What follows belongs to an exercise in optimizing a design on an open flow for small area, a short achievable clock period and few clock cycles; a production flow would make more cautious choices.
Function was checked by simulation only, so behaviour that the tests miss may differ from the original.
Power is estimated from default activity; no workload was simulated.

### flow/run.sh
#!/bin/bash
# synth_recipe.tcl (not shown) runs the flow's synth.tcl, then flattens the netlist and writes it again
# the make line also repeats each setting of config.mk as NAME=value (left out here)
make -C /OpenROAD-flow-scripts/flow DESIGN_CONFIG=/design/flow/config.mk WORK_HOME=/design/flow/orfs CLKGATE_MAP_FILE= SYNTH_SCRIPT=/design/flow/synth_recipe.tcl finish
### flow/config.mk
export PLATFORM = sky130hd
export DESIGN_NAME = jlc3_core
export DESIGN_NICKNAME = jlc3_core
export VERILOG_FILES = /design/flow/design.v
export SDC_FILE = /design/flow/constraint.sdc
export NUM_CORES = 4
export LEC_CHECK = 0
export CAP_MARGIN = 20
export CORE_MARGIN = 2
export CORE_UTILIZATION = 40
export PLACE_DENSITY = 0.6
export SLEW_MARGIN = 20
### flow/constraint.sdc
create_clock -name core_clock -period 8.0 [get_ports {clk_i_w}]
set_input_delay 1.6000 -clock core_clock [delete_from_list [all_inputs] [get_ports {clk_i_w}]]
set_output_delay 1.6000 -clock core_clock [all_outputs]
set_load 0.01 [all_outputs]
### flow/design.v
module jlc3_alu (
     input  wire [1:0]  op_i_w
    ,input  wire [15:0] s1_i_w
    ,input  wire [15:0] s2_i_w
    ,output reg  [15:0] out_o_r
);
    always @(*) begin
        case (op_i_w)
            2'd1:    out_o_r = s1_i_w & s2_i_w;
            2'd2:    out_o_r = ~s1_i_w;
            default: out_o_r = s1_i_w + s2_i_w;
        endcase
    end
endmodule
module jlc3_regs (
     input  wire        clk_i_w
    ,input  wire        rst_i_w
    ,input  wire [2:0]  r_addr1_i_w
    ,output wire [15:0] r_dat1_o_w
    ,input  wire [2:0]  r_addr2_i_w
    ,output wire [15:0] r_dat2_o_w
    ,input  wire        w_en_i_w
    ,input  wire [2:0]  w_addr_i_w
    ,input  wire [15:0] w_dat_i_w
    ,output reg  [2:0]  psr_nzp_o_r
);
    reg [15:0] reg_r [0:7];
    integer i;
    always @(posedge clk_i_w or negedge rst_i_w) begin
        if (!rst_i_w) begin
            for (i = 0; i < 8; i = i + 1)
                reg_r[i] <= 16'b0;
            psr_nzp_o_r <= 3'b010;
        end else if (w_en_i_w) begin
            reg_r[w_addr_i_w] <= w_dat_i_w;
            if (w_dat_i_w[15])
                psr_nzp_o_r <= 3'b100;
            else if (|w_dat_i_w)
                psr_nzp_o_r <= 3'b001;
            else
                psr_nzp_o_r <= 3'b010;
        end
    end
    assign r_dat1_o_w = reg_r[r_addr1_i_w];
    assign r_dat2_o_w = reg_r[r_addr2_i_w];
endmodule
module jlc3_core (
     input  wire        clk_i_w
    ,input  wire        rst_i_w       
    ,input  wire        en_i_w        
    ,output wire        mem_en_o_w
    ,output wire        mem_we_o_w
    ,output wire [15:0] mem_addr_o_w
    ,output wire [15:0] mem_wdat_o_w
    ,input  wire [15:0] mem_rdat_i_w
    ,input  wire        mem_rdy_i_w
);
    localparam OP_BR   = 4'b0000;
    localparam OP_ADD  = 4'b0001;
    localparam OP_LD   = 4'b0010;
    localparam OP_ST   = 4'b0011;
    localparam OP_JSR  = 4'b0100;
    localparam OP_AND  = 4'b0101;
    localparam OP_LDR  = 4'b0110;
    localparam OP_STR  = 4'b0111;
    localparam OP_RTI  = 4'b1000;
    localparam OP_NOT  = 4'b1001;
    localparam OP_LDI  = 4'b1010;
    localparam OP_STI  = 4'b1011;
    localparam OP_JMP  = 4'b1100;
    localparam OP_LEA  = 4'b1110;
    localparam OP_TRAP = 4'b1111;
    localparam S_INSTR = 3'd0;
    localparam S_ID    = 3'd1;
    localparam S_ALU   = 3'd2;
    localparam S_MEM1  = 3'd3;
    localparam S_MEM2  = 3'd4;
    localparam S_WREG  = 3'd5;
    localparam S_UPDPC = 3'd6;
    reg [2:0]  sta_r;
    reg [15:0] pc_r;
    reg [15:0] instr_r;
    reg [15:0] alu_out_r;
    reg [15:0] mdr_r;
    reg        jmp_r;
    wire [3:0] op_w   = instr_r[15:12];
    wire [2:0] r1_w   = instr_r[11:9];
    wire [2:0] r2_w   = instr_r[8:6];
    wire [2:0] r3_w   = instr_r[2:0];
    wire       isimm_w = instr_r[5];
    wire [15:0] imm5_w  = {{11{instr_r[4]}}, instr_r[4:0]};
    wire [15:0] off6_w  = {{10{instr_r[5]}}, instr_r[5:0]};
    wire [15:0] off9_w  = {{7{instr_r[8]}},  instr_r[8:0]};
    wire [15:0] off11_w = {{5{instr_r[10]}}, instr_r[10:0]};
    wire [15:0] vect_w  = {8'b0, instr_r[7:0]};
    wire [15:0] pc1_w   = pc_r + 16'd1;
    wire is_alu_op_w = (op_w == OP_ADD) || (op_w == OP_AND) || (op_w == OP_NOT);
    wire is_pcrel_mem_w = (op_w == OP_LD) || (op_w == OP_ST) ||
                          (op_w == OP_LDI) || (op_w == OP_STI);
    wire is_base_mem_w = (op_w == OP_LDR) || (op_w == OP_STR);
    wire is_store_w = (op_w == OP_ST) || (op_w == OP_STR) || (op_w == OP_STI);
    wire is_load_w  = (op_w == OP_LD) || (op_w == OP_LDR) || (op_w == OP_LDI);
    wire is_ind_w   = (op_w == OP_LDI) || (op_w == OP_STI);
    wire br_take_w  = |(instr_r[11:9] & psr_nzp_w);
    wire need_alu_w = is_alu_op_w || is_pcrel_mem_w || is_base_mem_w ||
                      (op_w == OP_LEA) || (op_w == OP_BR) ||
                      (op_w == OP_JMP) || (op_w == OP_JSR);
    wire need_mem1_w = is_load_w || is_store_w || (op_w == OP_TRAP);
    wire need_wreg_w = is_alu_op_w || is_load_w || (op_w == OP_LEA) ||
                       (op_w == OP_JSR) || (op_w == OP_TRAP);
    reg [2:0] ra1_w;
    reg [2:0] ra2_w;
    always @(*) begin
        ra1_w = r2_w;
        ra2_w = r3_w;
        if (is_store_w)
            ra2_w = r1_w;
    end
    wire [15:0] rd1_w;
    wire [15:0] rd2_w;
    wire [2:0]  psr_nzp_w;
    reg [15:0] s1_w;
    reg [15:0] s2_w;
    reg [1:0]  alu_op_w;
    always @(*) begin
        s1_w = pc1_w;
        s2_w = off9_w;
        alu_op_w = 2'd0;
        case (op_w)
            OP_ADD, OP_AND: begin
                s1_w = rd1_w;
                s2_w = isimm_w ? imm5_w : rd2_w;
                alu_op_w = (op_w == OP_AND) ? 2'd1 : 2'd0;
            end
            OP_NOT: begin
                s1_w = rd1_w;
                alu_op_w = 2'd2;
            end
            OP_LDR, OP_STR: begin
                s1_w = rd1_w;
                s2_w = off6_w;
            end
            OP_JMP: begin
                s1_w = rd1_w;
                s2_w = 16'd0;
            end
            OP_JSR: begin
                if (instr_r[11]) begin
                    s2_w = off11_w;
                end else begin
                    s1_w = rd1_w;
                    s2_w = 16'd0;
                end
            end
            default: begin
            end
        endcase
    end
    wire [15:0] alu_w;
    jlc3_alu u_alu (
         .op_i_w(alu_op_w)
        ,.s1_i_w(s1_w)
        ,.s2_i_w(s2_w)
        ,.out_o_r(alu_w)
    );
    wire        wreg_en_w = en_i_w && (sta_r == S_WREG);
    wire [2:0]  wreg_addr_w = ((op_w == OP_JSR) || (op_w == OP_TRAP)) ? 3'd7 : r1_w;
    reg  [15:0] wreg_dat_w;
    always @(*) begin
        if (is_load_w)
            wreg_dat_w = mdr_r;
        else if ((op_w == OP_JSR) || (op_w == OP_TRAP))
            wreg_dat_w = pc1_w;
        else
            wreg_dat_w = alu_out_r;
    end
    jlc3_regs u_regs (
         .clk_i_w(clk_i_w)
        ,.rst_i_w(rst_i_w)
        ,.r_addr1_i_w(ra1_w)
        ,.r_dat1_o_w(rd1_w)
        ,.r_addr2_i_w(ra2_w)
        ,.r_dat2_o_w(rd2_w)
        ,.w_en_i_w(wreg_en_w)
        ,.w_addr_i_w(wreg_addr_w)
        ,.w_dat_i_w(wreg_dat_w)
        ,.psr_nzp_o_r(psr_nzp_w)
    );
    reg        mem_en_w;
    reg        mem_we_w;
    reg [15:0] mem_addr_w;
    always @(*) begin
        mem_en_w = 1'b0;
        mem_we_w = 1'b0;
        mem_addr_w = pc_r;
        case (sta_r)
            S_INSTR: begin
                mem_en_w = 1'b1;
            end
            S_MEM1: begin
                mem_en_w = 1'b1;
                mem_we_w = is_store_w && !is_ind_w;
                mem_addr_w = (op_w == OP_TRAP) ? vect_w : alu_out_r;
            end
            S_MEM2: begin
                mem_en_w = 1'b1;
                mem_we_w = is_store_w;
                mem_addr_w = mdr_r;
            end
            default: begin
            end
        endcase
    end
    assign mem_en_o_w   = mem_en_w && en_i_w;
    assign mem_we_o_w   = mem_we_w;
    assign mem_addr_o_w = mem_addr_w;
    assign mem_wdat_o_w = rd2_w;
    wire mem_done_w = mem_rdy_i_w;
    reg [2:0] nxt_after_alu_w;
    always @(*) begin
        if (need_mem1_w)
            nxt_after_alu_w = S_MEM1;
        else if (need_wreg_w)
            nxt_after_alu_w = S_WREG;
        else
            nxt_after_alu_w = S_UPDPC;
    end
    always @(posedge clk_i_w or negedge rst_i_w) begin
        if (!rst_i_w) begin
            sta_r     <= S_INSTR;
            pc_r      <= 16'b0;
            instr_r   <= 16'b0;
            alu_out_r <= 16'b0;
            mdr_r     <= 16'b0;
            jmp_r     <= 1'b0;
        end else if (en_i_w) begin
            case (sta_r)
                S_INSTR: begin
                    if (mem_done_w) begin
                        instr_r <= mem_rdat_i_w;
                        sta_r <= S_ID;
                    end
                end
                S_ID: begin
                    jmp_r <= (op_w == OP_JMP) || (op_w == OP_JSR) ||
                             (op_w == OP_TRAP) || ((op_w == OP_BR) && br_take_w);
                    if (need_alu_w)
                        sta_r <= S_ALU;
                    else
                        sta_r <= nxt_after_alu_w;
                end
                S_ALU: begin
                    alu_out_r <= alu_w;
                    sta_r <= nxt_after_alu_w;
                end
                S_MEM1: begin
                    if (mem_done_w) begin
                        mdr_r <= mem_rdat_i_w;
                        if (is_ind_w)
                            sta_r <= S_MEM2;
                        else if (need_wreg_w)
                            sta_r <= S_WREG;
                        else
                            sta_r <= S_UPDPC;
                    end
                end
                S_MEM2: begin
                    if (mem_done_w) begin
                        mdr_r <= mem_rdat_i_w;
                        if (need_wreg_w)
                            sta_r <= S_WREG;
                        else
                            sta_r <= S_UPDPC;
                    end
                end
                S_WREG: begin
                    sta_r <= S_UPDPC;
                end
                S_UPDPC: begin
                    if (!jmp_r)
                        pc_r <= pc1_w;
                    else if (op_w == OP_TRAP)
                        pc_r <= mdr_r;
                    else
                        pc_r <= alu_out_r;
                    sta_r <= S_INSTR;
                end
                default: begin
                    sta_r <= S_INSTR;
                end
            endcase
        end
    end
endmodule
==> results.txt <==
-- cell usage after synthesis, drive strengths merged (29+ instances only) --
cell type / instances / area share [%]
a21oi: 90 / 3.5
a22oi: 30 / 1.8
buf: 39 / 1.6
clkbuf: 70 / 2.0
dfrtp: 198 / 38
inv: 32 / 0.93
mux2: 45 / 3.9
mux2i: 29 / 2.2
nand2: 285 / 8.3
nand3: 40 / 1.5
nor2: 77 / 2.3
o21ai: 198 / 7.6
-- state kept, by name, indices dropped and copies added, names as in the netlist --
register and count:
u_regs.reg_r 128, alu_out_r 16, instr_r 16, mdr_r 16, pc_r 16, sta_r 3, u_regs.psr_nzp_o_r 3, jmp_r 1
-- cell usage in the layout, fill, tap and decap left out, types with 29 or more instances in the layout --
cell	instances
nand2_1	284
mux2i_1	29
a22oi_1	29
nand3_1	40
dfrtp_1	196
nor2_1	75
mux2_2	45
a21oi_1	89
o21ai_0	193
clkdlybuf4s50_1	52
inv_1	32
-- cells by family (layout without fill, tap and decap cells) --
| family | after synthesis | count (layout) |
|---|---|---|
| AOI/OAI and AO/OA | 537 | 537 |
| xor gates and xnor gates | 25 | 25 |
| muxes | 82 | 82 |
| buffers and inverters | 142 | 147 |
| and+or+nand+nor | 525 | 525 |
| adders and majority gates | 20 | 20 |
| DFF | 199 | 199 |
-- path summary, 6_finish.rpt --
path / startpoint / endpoint / cells after the start
min: u_regs.psr_nzp_o_r[1] / u_regs.psr_nzp_o_r[1] / 2
min in group asynchronous: rst_i_w / u_regs.reg_r[1][13] / 1
max: instr_r[13] / mem_wdat_o_w[1] / 7
min reg2reg: u_regs.psr_nzp_o_r[1] / u_regs.psr_nzp_o_r[1] / 2
max in group asynchronous: rst_i_w / instr_r[7] / 2
max reg2reg: instr_r[13] / alu_out_r[14] / 16
-- final cells by class --
type / instances / share of cell area [%]
Clock buffer: 18 / 3.05
Clock inverter: 14 / 1.43
Inverter: 33 / 0.860
Multi-Input combinational cell: 1189 / 51.3
Sequential cell: 199 / 34.6
Tap cell: 402 / 3.49
Timing Repair Buffer: 82 / 5.24
-- power breakdown --
group,switching [µW],internal (µW)
registers,592,1390
logic,2910,1840
clock network,478,466
total,3980,3700
-- layer usage --
metal,part of all wire [%],vias to the layer above
li1,-,5559
met5,0,-
met1,43,6010
met3,9.4,93
met4,3.2,0
met2,44,606
-- metrics by stage --
stage                     util (%)  hold slack [ns]  worst slack, ns  instance area (µm²)  std cells
after floorplan                  -            0.450             3.80                13000       1530
after global placement        43.4            0.469             2.30                13800       1904
after detailed placement      43.4            0.477             2.11                13800       1904
after CTS                     45.4            0.489             1.62                14400       1936
after global routing          45.4            0.516             1.40                14400       1937
final                         45.4            0.489             1.56                14400       1937
-- worst reg2reg max path, cell delays in order, from the launching register on --
cell and delay [ns]:
dfrtp_1 0.90, nand2_1 0.45, o21ai_1 0.36, and2_1 0.67, nand2_1 0.73, o22a_1 0.48, a22o_1 0.23, ha_1 0.24
inv_1 0.09, fa_1 0.21, nor2b_1 0.08, o31a_1 0.28, o211ai_1 0.28, a21oi_1 0.14, nor2b_1 0.15, mux2_2 0.34
a41o_1 0.21
==> summary.md <==
| Metric | Value |
|---|---|
| WL per Instance | 24.5 µm |
| Post-CTS Setup Bufs | 0 |
| Hpwl dp | about 34 mm |
| R2r setup slk | slightly above 2 ns |
| Ports | 54 |
| Minimum clock period after layout | around 6.4 ns |
| Gr ovfl total | 0 |
| Synth Area in Compound Gates | 27.2% |
| GPL Wtd Cong | roughly 0.97 |
| GR Util met3 | roughly 6.7% |
| H-tree levels | 4 |
| Clk Latency, worst-skew pair | 0.48 ns |
| Final setup vio count | 0 |
| Storage cell area | roughly 0.005 mm² |
| CTS max path bufs | 2 |
| Peak supply drop | about 0.22 mV |
| #FFs+latches synth | 199 |
| CTS tree | yes |
| First-pass GRT wire length | 72.2 mm |
| Largest family of logic cells by synthesized area | compound AO/OA/AOI/OAI gates |
| Critical path peak fanout | 30 |
| CTS buffer count | 17 |
| Tcrit/Tclk final | between 80% and 90% |
| Synthesized Nets | 1,570 |
| Filler cells | about 3,100 |
| CP top delay family | simple AND/OR/NAND/NOR gates |
| DRT iter0 DRCs | roughly 1,300 |
| Slowest-stage cell, CP | dfrtp_1 |
| Via count | around 12,000 |
| Mux share of post-synthesis cell area | under 10% |
| Initial Util | 40.9% |
| Die Wd | about 180 µm |
| Max Cap Violations | 0 |
| Met2 Track Usage GR | 43.8% |
| Synthesized area | about 0.013 mm² |
| Final Max Slew Viols | 0 |
| DRC Markers | 0 |
| PortBufs | 53 |
| Root Driver | clkbuf_16 |
| Floorplan row count | 65 |
| Synth-to-layout area growth | 11.1% |
| Clock sink total | 199 |
| Worst path most repeated cell | nand2_1 |
| Most used flip-flop cell after synthesis | dfrtp_1 |
| Post_cts resized | 0 |
| Vias in the first global route | between 10,000 and 15,000 |
| Met1 usage | 39.4% |
| Total power | between 7000 and 8000 µW |
| Vias per cell | between 6 and 7 |
| Clock-pin slew on the worst setup and hold paths | about 0.08 ns |
| Syn Area/Cell | between 8 and 9 µm² |
| CP cell instances | nand2_1, o21ai_1, and2_1, nand2_1, o22ai_1, inv_1, clkdlybuf4s50_1 |
| Worst-Margin Slew | between 1 and 1.5 ns |
| Hold Path Class | reg -> reg |
| Total die area | approximately 0.034 mm² |
| Unrepaired setup endpoints after global routing | false |
| CORE AREA | 0.0317 mm² |
| Routed WL | 47.5 mm |
| Layout cell share with drive strength beyond 1 | under 10% |
| LEAKAGE | 0.00600 µW |
| Pre-Repair DR Iteration Count | 8 |
| Adder-Cell Fraction of Synth Area | a little under 2% |
| Count of nets after finishing | between 1,500 and 2,000 |
| CP Data Arrival Time | slightly below 5 ns |
| Post-CTS Hold Buffers | 0 |
| Overall Global Routing Usage | approximately 29% |
| CP Class | reg -> out |
| Post-synth cell types | 93 |
| GRT Max-Usage Layer | met2 |
| TNS Setup | 0 ns |
| Area of the multi-input gates | approximately 0.0074 mm² |
| Setup crit start kind | flop |
| Setup crit end kind | primary output |
| N_diodes | 0 |
| Post-synth ARST share | 100% |
| Hold Vio Cnt, Final | 0 |
| Synth warn | 4 |
| Worst endpoint required time | roughly 6.4 ns |
| Post-route ant nets | 0 |
| Post-synth EDFFs | 0 |
| Antenna violations before repair | 0 |
| Clock Skews | 0.0162 ns |
| Seq/Total Area, Yosys | 38.4% |
| Xor and xnor area share after synthesis | 1.69% |
| Simple-gate area share of the yosys netlist | between 15 and 20% |
| Cells after Synth | 1,530 |
| Largest net degree at the start of global routing | 72 |
| Slew HR | a little over a fifth |
| CP Buf/Inv Count | 2 |
| Max Fclk | 0.155 GHz |
| Status | timing/DRC/antenna clean |
| Critical Path Max Stage Delay | ~0.90 ns |
| PwrDens | 533 mW/mm² |
| Die Y | approximately 180 µm |
Testbench counts, summed over its fixed seeds: cycles 90,792.

[afterwards: timing with drivers on the ports]
In the flow no input, the clock included, has a driving cell. The finished layout below was timed again as built, in two steps. Step 1 assumes that a clkbuf_16 drives the clock port and a buf_2 every other input. Step 2 adds t to the input delays and takes it off the output delays; t is the mean of the earliest and latest rising clock arrival at the registers after step 1. Input paths then give back, and output paths get back, about the clock's delay inside the block. Three values: ideal ports, drivers, drivers and shift; two values: the first two.
t (ns): 0.515
slack for setup (ns): 1.564 / 1.516 / 2.031
worst hold slack (ns): 0.489 / 0.489 / 0.489
worst slew at a driven data input, ns: 0.03
After both steps this run still meets setup and hold. The setup slack of this run moves by -0.048 ns with the drivers and by +0.467 ns with both steps.
